Source: an optimization exercise on an open RTL-to-GDS flow (aim: small area, a short achievable clock period and few clock cycles). Production flows keep margins and buffers that such runs may drop. At most, simulation tests tie the RTL to the original design; equivalence was not proved.

== the baseline ==
==> flow/design.v <==
module MDU (
	clk, rst_n,
	A, B, Op, C, D,
	ack, req
);
	input clk, rst_n;
	input  [0:32-1] 	A;
	input  [0:32-1] 	B;
	input  [0:3-1]  	Op;
	output [0:32-1] 	C;
	output [0:4-1]	D;
	input req;
	output ack;
	wire [31:0] a_in  = A;
	wire [31:0] b_in  = B;
	wire [2:0]  op_in = Op;
	reg        busy, first, fix, negd;
	reg [2:0]  cnt;
	reg        op_div, op_sgn, op_hi, op_u;
	reg        negq, qm1, eq_r;
	reg [31:0] X, Q;
	reg [32:0] R;
	wire last  = ~first & (cnt == 3'd0);
	wire mj2 = azr[3] & azr[2] & ~Q[15] | op_sgn & aor[3] & aor[2] & Q[15];
	wire mj5 = op_u & Q[31];
	wire [2:0] mk = mj5 ? 3'd3 : {op_hi, mj2, 1'b0};
	reg  [2:0] kreg;
	wire dneg  = op_sgn & X[31];
	wire [32:0] x33 = {op_sgn & X[31], X};
	wire [34:0] x1  = {{2{x33[32]}}, x33};
	wire [34:0] x2  = {x33[32], x33, 1'b0};
	reg  [31:0] neg_o;
	reg         nc;
	integer j;
	always @(*) begin
		nc = 1'b1;
		for (j = 0; j < 32; j = j + 1) begin
			neg_o[j] = ~Q[j] ^ nc;
			nc = nc & ~Q[j];
		end
	end
	wire        aneg   = first & op_div & op_sgn & Q[31] & ~negd;
	wire        dfirst = first & op_div;
	wire [31:0] T      = dneg ? ~X : X;
	function [2:0] lzb;   
		input [31:0] v;
		begin
			if (|v[31:24])      lzb = 3'd0;
			else if (|v[23:16]) lzb = 3'd1;
			else if (|v[15:8])  lzb = 3'd2;
			else if (|v[7:0])   lzb = 3'd3;
			else                lzb = 3'd4;
		end
	endfunction
	function [2:0] skipb;
		input [2:0] za, zt;
		begin
			case ({za, zt})
				6'o00: skipb = 3'd3; 6'o01: skipb = 3'd2; 6'o02: skipb = 3'd1; 6'o03: skipb = 3'd0; 6'o04: skipb = 3'd0;
				6'o10: skipb = 3'd4; 6'o11: skipb = 3'd3; 6'o12: skipb = 3'd2; 6'o13: skipb = 3'd1; 6'o14: skipb = 3'd0;
				6'o20: skipb = 3'd4; 6'o21: skipb = 3'd4; 6'o22: skipb = 3'd3; 6'o23: skipb = 3'd2; 6'o24: skipb = 3'd1;
				6'o30: skipb = 3'd4; 6'o31: skipb = 3'd4; 6'o32: skipb = 3'd4; 6'o33: skipb = 3'd3; 6'o34: skipb = 3'd2;
				default: skipb = 3'd4;
			endcase
		end
	endfunction
	reg  [3:0] azr, aor;
	wire [3:0] alowz = {azr[2] & azr[1] & azr[0], azr[1] & azr[0], azr[0], 1'b1};
	wire [3:0] az = negd ? ((alowz & azr) | (~alowz & aor)) : azr;
	reg  [3:0] tzr;
	wire [3:0] tz = tzr;
	wire [2:0] lza = ~az[3] ? 3'd0 : ~az[2] ? 3'd1 : ~az[1] ? 3'd2 : ~az[0] ? 3'd3 : 3'd4;
	wire [2:0] lzt = ~tz[3] ? 3'd0 : ~tz[2] ? 3'd1 : ~tz[1] ? 3'd2 : ~tz[0] ? 3'd3 : 3'd4;
	wire [31:0] absA = Q;
	wire [2:0] sb = skipb(lza, lzt);
	wire       qzero = dfirst & ~aneg & (sb == 3'd4);
	reg [32:0] r_prep;
	reg [31:0] q_prep;
	always @(*) begin
		case (sb[1:0])
			2'd0: begin r_prep = 33'd0;                 q_prep = absA; end
			2'd1: begin r_prep = {25'd0, absA[31:24]};  q_prep = {absA[23:0], 8'd0}; end
			2'd2: begin r_prep = {17'd0, absA[31:16]};  q_prep = {absA[15:0], 16'd0}; end
			default: begin r_prep = {9'd0, absA[31:8]}; q_prep = {absA[7:0], 24'd0}; end
		endcase
	end
	wire [32:0] r_in = dfirst ? r_prep : R;
	wire [31:0] q_in = dfirst ? q_prep : Q;
	function [34:0] bkadd;
		input [34:0] a, b;
		input        ci;
		reg [35:0] g, p, G, P;
		integer k, d;
		begin
			g[0] = ci;
			p[0] = 1'b0;
			for (k = 1; k < 36; k = k + 1) begin
				g[k] = a[k-1] & b[k-1];
				p[k] = a[k-1] ^ b[k-1];
			end
			G = g;
			P = p;
			for (d = 1; d < 36; d = d * 2)
				for (k = 2*d-1; k < 36; k = k + 2*d) begin
					G[k] = G[k] | (P[k] & G[k-d]);
					P[k] = P[k] & P[k-d];
				end
			for (d = 16; d >= 1; d = d / 2)
				for (k = 3*d-1; k < 36; k = k + 2*d) begin
					G[k] = G[k] | (P[k] & G[k-d]);
					P[k] = P[k] & P[k-d];
				end
			for (k = 0; k < 35; k = k + 1)
				bkadd[k] = p[k+1] ^ G[k];
		end
	endfunction
	wire [7:0] mb = (op_u & last & ~kreg[2]) ? 8'd0 : Q[7:0];
	reg  [32:0] rrow;
	reg  [34:0] opa, opb;
	reg  [34:0] sum;
	reg  [3:0]  qb;
	reg  [7:0]  pl;
	reg         one, two, ng, blo;
	integer i;
	always @(*) begin
		rrow = r_in;
		qb = 4'd0;
		pl = 8'd0;
		for (i = 0; i < 4; i = i + 1) begin
			if (op_div) begin
				opa = {rrow[32], rrow, q_in[31-i]};
				one = 1'b1;
				two = 1'b0;
				ng  = ~(rrow[32] ^ dneg);
			end else begin
				opa = {{2{rrow[32]}}, rrow};
				blo = (i == 0) ? qm1 : mb[2*i-1];
				one = mb[2*i] ^ blo;
				two = (mb[2*i+1] & ~mb[2*i] & ~blo) | (~mb[2*i+1] & mb[2*i] & blo);
				ng  = mb[2*i+1];
			end
			opb = ({35{one}} & x1) | ({35{two}} & x2);
			sum = bkadd(opa, opb ^ {35{ng}}, ng);
			if (op_div) begin
				rrow = sum[32:0];
				qb[3-i] = ~sum[32];
			end else begin
				rrow = sum[34:2];
				pl[2*i +: 2] = sum[1:0];
			end
		end
	end
	reg [31:0] q_calc;
	always @(*) begin
		if (op_div) begin
			if (fix | aneg)
				q_calc = neg_o;
			else if (qzero)
				q_calc = 32'd0;
			else
				q_calc = {q_in[27:0], qb};
		end else if (last)
			case (kreg)
				3'd2:    q_calc = {rrow[15:0], pl, Q[31:24]};
				3'd3:    q_calc = {rrow[23:0], pl};
				3'd4:    q_calc = rrow[31:0];
				3'd6:    q_calc = {{16{rrow[32]}}, rrow[31:16]};
				default: q_calc = {pl, Q[31:8]};
			endcase
		else
			q_calc = {pl, Q[31:8]};
	end
	always @(posedge clk) begin
		if (~busy) begin
			X <= b_in;
			for (j = 0; j < 4; j = j + 1) begin
				azr[j] <= (a_in[8*j +: 8] == 8'h00);
				aor[j] <= (a_in[8*j +: 8] == 8'hff);
				tzr[j] <= (b_in[8*j +: 8] == {8{(op_in == 3'd4) & b_in[31]}});
			end
			Q <= a_in;
			R <= 33'd0;
			qm1 <= 1'b0;
			op_div <= op_in[2];
			op_sgn <= (op_in == 3'd1) | (op_in == 3'd3) | (op_in == 3'd4);
			op_hi  <= (op_in == 3'd1) | (op_in == 3'd2);
			op_u   <= (op_in == 3'd2);
		end else begin
			Q <= q_calc;
			R <= rrow;
			qm1 <= Q[7];
			eq_r <= (q_calc == 32'd0);
			if (first & ~negd)
				negq <= op_sgn & (Q[31] ^ X[31]);
			if (first) begin
				kreg <= mk;
				cnt  <= op_div ? {(2'd3 - sb[1:0]), 1'b0} : mj2 ? 3'd0 : mj5 ? 3'd3 : 3'd2;
			end else
				cnt <= cnt - 3'd1;
		end
	end
	wire done   = ~aneg & (qzero | fix | (last & ~(op_div & negq)));
	wire busy_n = busy ? ~done : req;
	reg ack_r;
	always @(posedge clk or negedge rst_n) begin
		if (~rst_n) begin
			busy  <= 1'b0;
			ack_r <= 1'b1;
			first <= 1'b0;
			fix   <= 1'b0;
			negd  <= 1'b0;
		end else begin
			busy  <= busy_n;
			ack_r <= ~busy_n;
			if (~busy) begin
				first <= 1'b1;
				fix   <= 1'b0;
				negd  <= 1'b0;
			end else if (aneg) begin
				negd  <= 1'b1;
			end else begin
				first <= 1'b0;
				fix   <= ~dfirst & ~fix & last & op_div & negq;
			end
		end
	end
	assign ack = ack_r;
	assign C = Q;
	assign D = {1'b0, Q[31], ~Q[31] & ~eq_r, eq_r};
endmodule
==> flow/config.mk <==
export PLATFORM = sky130hd
export DESIGN_NAME = MDU
export DESIGN_NICKNAME = MDU
export VERILOG_FILES = /design/flow/design.v
export SDC_FILE = /design/flow/constraint.sdc
export NUM_CORES = 4
export LEC_CHECK = 0
export CAP_MARGIN = 20
export CORE_MARGIN = 2
export CORE_UTILIZATION = 40
export SLEW_MARGIN = 20
==> flow/constraint.sdc <==
create_clock -name core_clock -period 100.0 [get_ports {clk}]
set_input_delay 20.0000 -clock core_clock [delete_from_list [all_inputs] [get_ports {clk}]]
set_output_delay 20.0000 -clock core_clock [all_outputs]
set_load 0.01 [all_outputs]
standard.sh (not shown) runs the stock make flow with config.mk's settings and CLKGATE_MAP_FILE= SYNTH_SCRIPT=/design/flow/synth_recipe.tcl, a recipe that flattens the netlist after the stock synthesis.
==> flow/flow/run.sh <==
#!/bin/bash
set -euo pipefail
bash standard.sh SETUP_SLACK_MARGIN=78.5 finish > standard.log 2>&1
Testbench counts of the baseline, summed over its fixed seeds: cycles 14,449.
Input-level comparison between the candidate and the baseline:
diff --git a/flow/design.v b/flow/design.v
--- a/flow/design.v
+++ b/flow/design.v
@@ -18,9 +18,10 @@
 	reg [2:0]  cnt;
 	reg        op_div, op_sgn, op_hi, op_u;
-	reg        negq, qm1, eq_r;
+	reg        negq, qm1;
+	reg        lt_r, gt_r, eq_r;   
 	reg [31:0] X, Q;
 	reg [32:0] R;
 	wire last  = ~first & (cnt == 3'd0);
-	wire mj2 = azr[3] & azr[2] & ~Q[15] | op_sgn & aor[3] & aor[2] & Q[15];
+	wire mj2 = az[3] & az[2] & ~Q[15] | op_sgn & ao[3] & ao[2] & Q[15];
 	wire mj5 = op_u & Q[31];
 	wire [2:0] mk = mj5 ? 3'd3 : {op_hi, mj2, 1'b0};
@@ -65,9 +66,11 @@
 		end
 	endfunction
-	reg  [3:0] azr, aor;
-	wire [3:0] alowz = {azr[2] & azr[1] & azr[0], azr[1] & azr[0], azr[0], 1'b1};
-	wire [3:0] az = negd ? ((alowz & azr) | (~alowz & aor)) : azr;
-	reg  [3:0] tzr;
-	wire [3:0] tz = tzr;
+	wire [3:0] az, tz, ao;
+	genvar gb;
+	generate for (gb = 0; gb < 4; gb = gb + 1) begin : g_bz
+		assign az[gb] = (Q[8*gb +: 8] == 8'h00);
+		assign ao[gb] = (Q[8*gb +: 8] == 8'hff);
+		assign tz[gb] = (X[8*gb +: 8] == {8{dneg}});
+	end endgenerate
 	wire [2:0] lza = ~az[3] ? 3'd0 : ~az[2] ? 3'd1 : ~az[1] ? 3'd2 : ~az[0] ? 3'd3 : 3'd4;
 	wire [2:0] lzt = ~tz[3] ? 3'd0 : ~tz[2] ? 3'd1 : ~tz[1] ? 3'd2 : ~tz[0] ? 3'd3 : 3'd4;
@@ -174,9 +177,4 @@
 		if (~busy) begin
 			X <= b_in;
-			for (j = 0; j < 4; j = j + 1) begin
-				azr[j] <= (a_in[8*j +: 8] == 8'h00);
-				aor[j] <= (a_in[8*j +: 8] == 8'hff);
-				tzr[j] <= (b_in[8*j +: 8] == {8{(op_in == 3'd4) & b_in[31]}});
-			end
 			Q <= a_in;
 			R <= 33'd0;
@@ -190,5 +188,4 @@
 			R <= rrow;
 			qm1 <= Q[7];
-			eq_r <= (q_calc == 32'd0);
 			if (first & ~negd)
 				negq <= op_sgn & (Q[31] ^ X[31]);
@@ -227,4 +224,10 @@
 	assign ack = ack_r;
 	assign C = Q;
-	assign D = {1'b0, Q[31], ~Q[31] & ~eq_r, eq_r};
+	wire qc_zero = (q_calc == 32'd0);
+	always @(posedge clk) begin
+		lt_r <= q_calc[31];
+		gt_r <= ~q_calc[31] & ~qc_zero;
+		eq_r <= qc_zero;
+	end
+	assign D = {1'b0, lt_r, gt_r, eq_r};
 endmodule
Results
- Smallest hold slack ended up 68 ps lower on the candidate than on the baseline.
- Relative to the baseline, the pin count of the biggest net entering global routing measured on the candidate has decreased by a few percent.
- Between the baseline and the candidate, the area growth from synthesis to final layout is higher for the candidate.
- Looking at layout cell share with drive strength beyond 1 across the baseline and the candidate, the one that comes out lower is the baseline.
- [compare] base=the baseline new=the candidate: detailed-route wire length grew by 7.1%; number of buffers other than clock buffers in the final layout now sits higher; number of enable flip-flop cells after synthesis moved down.
- Re number of top-level design ports: no difference whatsoever between the baseline and the candidate.
- Sort the baseline and the candidate by setup slack desc -> top: the candidate
- The top achievable clock speed on the baseline is in line with that on the candidate.
- In the flow results for the baseline and the candidate, the wire length of the first global-routing pass is smaller on the baseline.
Function not checked in the candidate: the RTL went through the layout flow alone.

## what the ideal ports hide
The results above use ideal ports. As a check the final layouts listed here were re-extracted and re-timed, cells and wires unchanged. Step 1 assumes that a clkbuf_16 drives the clock port and a buf_2 every other input. Step 2 times the ports against the registers' clock, not the clock port: input delays grow and output delays shrink by t, the midpoint of the rising clock arrivals with the driver on. Slacks: ideal / step 1 / step 2; pairs: ideal / step 1.
run	t (ns)	setup slack, ns	hold WS [ns]	worst setup path after step 2	worst data-port slew with drivers (ns)
the baseline	0.509	78.499 / 78.442 / 78.309	0.594 / 0.594 / 0.594	input to register	0.07
the candidate	0.550	78.528 / 78.468 / 78.815	0.526 / 0.526 / 0.526	input to register	0.06
After both steps setup and hold are still met in every run listed. The setup slack of the baseline, which loses most, moves by -0.057 ns with the drivers and by -0.190 ns with both steps.
